This is an optimization exercise on Yosys and OpenROAD, whose aim is small area and a short achievable clock period, not a production implementation. At most, simulation tests tie the RTL to the original design; equivalence was not proved. No activity file was given, so power comes from the tool's default toggle rates.

==> module ALUPre, before the edit <==
module ALUPre (
  input  logic [31:0] A, B,
  input  logic [6:0] funct7,
  input  logic [2:0] funct3,
  input  logic op_add, op_sub, op_and, op_or, op_xor, op_sll, op_srl, op_sra,
  output logic [31:0] X, Y,
  output logic cin
);
  logic [31:0] Ar, s0, s1, s2, s3, s4, Sl;
  logic left, fill, k11, k10, k01, k00, sh_r, sh_l;
  assign left = ~funct3[2];
  assign fill = funct7[5] & A[31];
  always_comb
    for (int i = 0; i < 32; i++) Ar[i] = left ? A[31-i] : A[i];
  assign s0 = B[0] ? {fill, Ar[31:1]}       : Ar;
  assign s1 = B[1] ? {{2{fill}}, s0[31:2]}  : s0;
  assign s2 = B[2] ? {{4{fill}}, s1[31:4]}  : s1;
  assign s3 = B[3] ? {{8{fill}}, s2[31:8]}  : s2;
  assign s4 = B[4] ? {{16{fill}}, s3[31:16]} : s3;
  always_comb
    for (int i = 0; i < 32; i++) Sl[i] = s4[31-i];
  assign k11 = op_sub | op_and | op_or;
  assign k10 = op_add | op_xor | op_or;
  assign k01 = op_add | op_xor | op_or;
  assign k00 = op_sub;
  assign sh_r = op_srl | op_sra;
  assign sh_l = op_sll;
  assign X = (A & B & {32{k11}}) | (A & ~B & {32{k10}}) | (~A & B & {32{k01}})
           | (~A & ~B & {32{k00}}) | (s4 & {32{sh_r}}) | (Sl & {32{sh_l}});
  assign Y = (A & B & {32{op_add}}) | (A & ~B & {32{op_sub}});
  assign cin = op_sub;
endmodule
==> module ALU_Pipeline, before the edit <==
module ALU_Pipeline(
  input  logic clk, rst,
  input  logic [31:0] A_in, B_in,
  input  logic [31:0] instr_in,
  output logic [31:0] Result_out,
  output logic Zero_out, Carry_out, Overflow_out, Negative_out
);
  logic [6:0] opcode, funct7;
  logic [2:0] funct3;
  logic op_add, op_sub, op_and, op_or, op_xor, op_sll, op_srl, op_sra;
  logic [31:0] X_d, Y_d;
  logic cin_d;
  logic [31:0] X_reg, Y_reg;
  logic cin_reg;
  logic [31:0] Result_comb;
  logic Zero_comb, Carry_comb, Overflow_comb;
  InstructionDecoder decoder (
    .instruction(instr_in),
    .opcode(opcode),
    .funct3(funct3),
    .funct7(funct7)
  );
  ALUControl control (
    .opcode(opcode), .funct3(funct3), .funct7(funct7),
    .op_add(op_add), .op_sub(op_sub), .op_and(op_and), .op_or(op_or),
    .op_xor(op_xor), .op_sll(op_sll), .op_srl(op_srl), .op_sra(op_sra)
  );
  ALUPre pre (
    .A(A_in), .B(B_in), .funct7(funct7), .funct3(funct3),
    .op_add(op_add), .op_sub(op_sub), .op_and(op_and), .op_or(op_or),
    .op_xor(op_xor), .op_sll(op_sll), .op_srl(op_srl), .op_sra(op_sra),
    .X(X_d), .Y(Y_d), .cin(cin_d)
  );
  always_ff @(posedge clk or posedge rst) begin
    if (rst) begin
      X_reg <= 0;
      Y_reg <= 0;
      cin_reg <= 0;
    end else begin
      X_reg <= X_d;
      Y_reg <= Y_d;
      cin_reg <= cin_d;
    end
  end
  ALU alu_inst (
    .X(X_reg), .Y(Y_reg), .cin(cin_reg),
    .Result(Result_comb),
    .Zero(Zero_comb),
    .Carry(Carry_comb),
    .Overflow(Overflow_comb)
  );
  always_ff @(posedge clk or posedge rst) begin
    if (rst) begin
      Result_out <= 0;
      Zero_out <= 0;
      Carry_out <= 0;
      Overflow_out <= 0;
    end else begin
      Result_out <= Result_comb;
      Zero_out <= Zero_comb;
      Carry_out <= Carry_comb;
      Overflow_out <= Overflow_comb;
    end
  end
  assign Negative_out = Result_out[31];
endmodule
Settings: LEC_CHECK=0, CAP_MARGIN=20, CORE_MARGIN=2, CORE_UTILIZATION=40, SLEW_MARGIN=20; clock period 7.0 ns.
run.sh (not shown) runs the stock make flow with config.mk's settings and CLKGATE_MAP_FILE= SYNTH_SCRIPT=/design/flow/synth_recipe.tcl, a recipe that flattens the netlist after the stock synthesis.
Next try:
--- a/flow/design.v
+++ b/flow/design.v
@@ -1,35 +1,29 @@
 module ALUPre (
   input  logic [31:0] A, B,
-  input  logic [6:0] funct7,
-  input  logic [2:0] funct3,
   input  logic op_add, op_sub, op_and, op_or, op_xor, op_sll, op_srl, op_sra,
   output logic [31:0] X, Y,
   output logic cin
 );
-  logic [31:0] Ar, s0, s1, s2, s3, s4, Sl;
-  logic left, fill, k11, k10, k01, k00, sh_r, sh_l;
-  assign left = ~funct3[2];
-  assign fill = funct7[5] & A[31];
+  logic [31:0] Ar, s0, s1, s2, s3, s4, Sr;
+  logic fill;
   always_comb
-    for (int i = 0; i < 32; i++) Ar[i] = left ? A[31-i] : A[i];
+    for (int i = 0; i < 32; i++) Ar[i] = op_sll ? A[31-i] : A[i];
+  assign fill = op_sra & A[31];
   assign s0 = B[0] ? {fill, Ar[31:1]}       : Ar;
   assign s1 = B[1] ? {{2{fill}}, s0[31:2]}  : s0;
   assign s2 = B[2] ? {{4{fill}}, s1[31:4]}  : s1;
   assign s3 = B[3] ? {{8{fill}}, s2[31:8]}  : s2;
   assign s4 = B[4] ? {{16{fill}}, s3[31:16]} : s3;
   always_comb
-    for (int i = 0; i < 32; i++) Sl[i] = s4[31-i];
-  assign k11 = op_sub | op_and | op_or;
-  assign k10 = op_add | op_xor | op_or;
-  assign k01 = op_add | op_xor | op_or;
-  assign k00 = op_sub;
-  assign sh_r = op_srl | op_sra;
-  assign sh_l = op_sll;
-  assign X = (A & B & {32{k11}}) | (A & ~B & {32{k10}}) | (~A & B & {32{k01}})
-           | (~A & ~B & {32{k00}}) | (s4 & {32{sh_r}}) | (Sl & {32{sh_l}});
-  assign Y = (A & B & {32{op_add}}) | (A & ~B & {32{op_sub}});
+    for (int i = 0; i < 32; i++) Sr[i] = op_sll ? s4[31-i] : s4[i];
+  assign X = ((op_add | op_xor) ? (A ^ B)  : 32'd0)
+           | (op_sub            ? ~(A ^ B) : 32'd0)
+           | (op_and            ? (A & B)  : 32'd0)
+           | (op_or             ? (A | B)  : 32'd0)
+           | ((op_sll | op_srl | op_sra) ? Sr : 32'd0);
+  assign Y = (op_add ? (A & B) : 32'd0) | (op_sub ? (A & ~B) : 32'd0);
   assign cin = op_sub;
 endmodule
 module ALU (
   input  logic [31:0] X, Y,
   input  logic cin,
@@ -124,11 +118,11 @@
     .opcode(opcode), .funct3(funct3), .funct7(funct7),
     .op_add(op_add), .op_sub(op_sub), .op_and(op_and), .op_or(op_or),
     .op_xor(op_xor), .op_sll(op_sll), .op_srl(op_srl), .op_sra(op_sra)
   );
   ALUPre pre (
-    .A(A_in), .B(B_in), .funct7(funct7), .funct3(funct3),
+    .A(A_in), .B(B_in),
     .op_add(op_add), .op_sub(op_sub), .op_and(op_and), .op_or(op_or),
     .op_xor(op_xor), .op_sll(op_sll), .op_srl(op_srl), .op_sra(op_sra),
     .X(X_d), .Y(Y_d), .cin(cin_d)
   );
   always_ff @(posedge clk or posedge rst) begin
The new run finished clean.
Clock-buffer cell count does not change.
Utilization falls by 0.62 points.
Via count rises by 9.5%.
Sequential share of layout area falls by 2.3 points.
Setup slack gets worse by 0.68 ns.
Critical path depth rises by 2.
Routed wire length rises by 17%.
Area after synthesis rises by 11%.
Sequential power rises by 7.6%.
Final area rises by 9.8%.
Global-route usage rises by 1.3 points.
Fmax falls by 14%.
Only the layout flow was run in the first run of this note; the RTL was not checked for function there.

==> re-timing with driven ports <==
How much do the figures lean on ideal ports? The routed layouts below were timed once more, with nothing changed but the port constraints. Step 1 sets driving cells, clkbuf_16 on the clock port and buf_2 on the other inputs (assumed; they add their load-dependent delay and slew). Step 2 moves the port delays by t, midway between the first and last clock arrival at a register: inputs arrive t later, outputs are due t later. That takes back most of the time a late clock gives input paths. Slacks: ideal / step 1 / step 2; pairs: ideal / step 1.
| run | t, ns | slack for setup (ns) | latest minus earliest clock arrival (ns) | worst slew at a driven data input, ns | pins driven straight from the clock port |
|---|---|---|---|---|---|
| the first run | 0.385 | 2.701 / 2.721 / 2.337 | 0.012 / 0.011 | 0.04 | 1 |
| the second run | 0.385 | 2.020 / 2.039 / 1.654 | 0.007 / 0.007 | 0.05 | 1 |
After both steps every run listed still meets setup and hold. The setup slack of the second run, which loses most, moves by +0.019 ns with the drivers and by -0.366 ns with both steps.
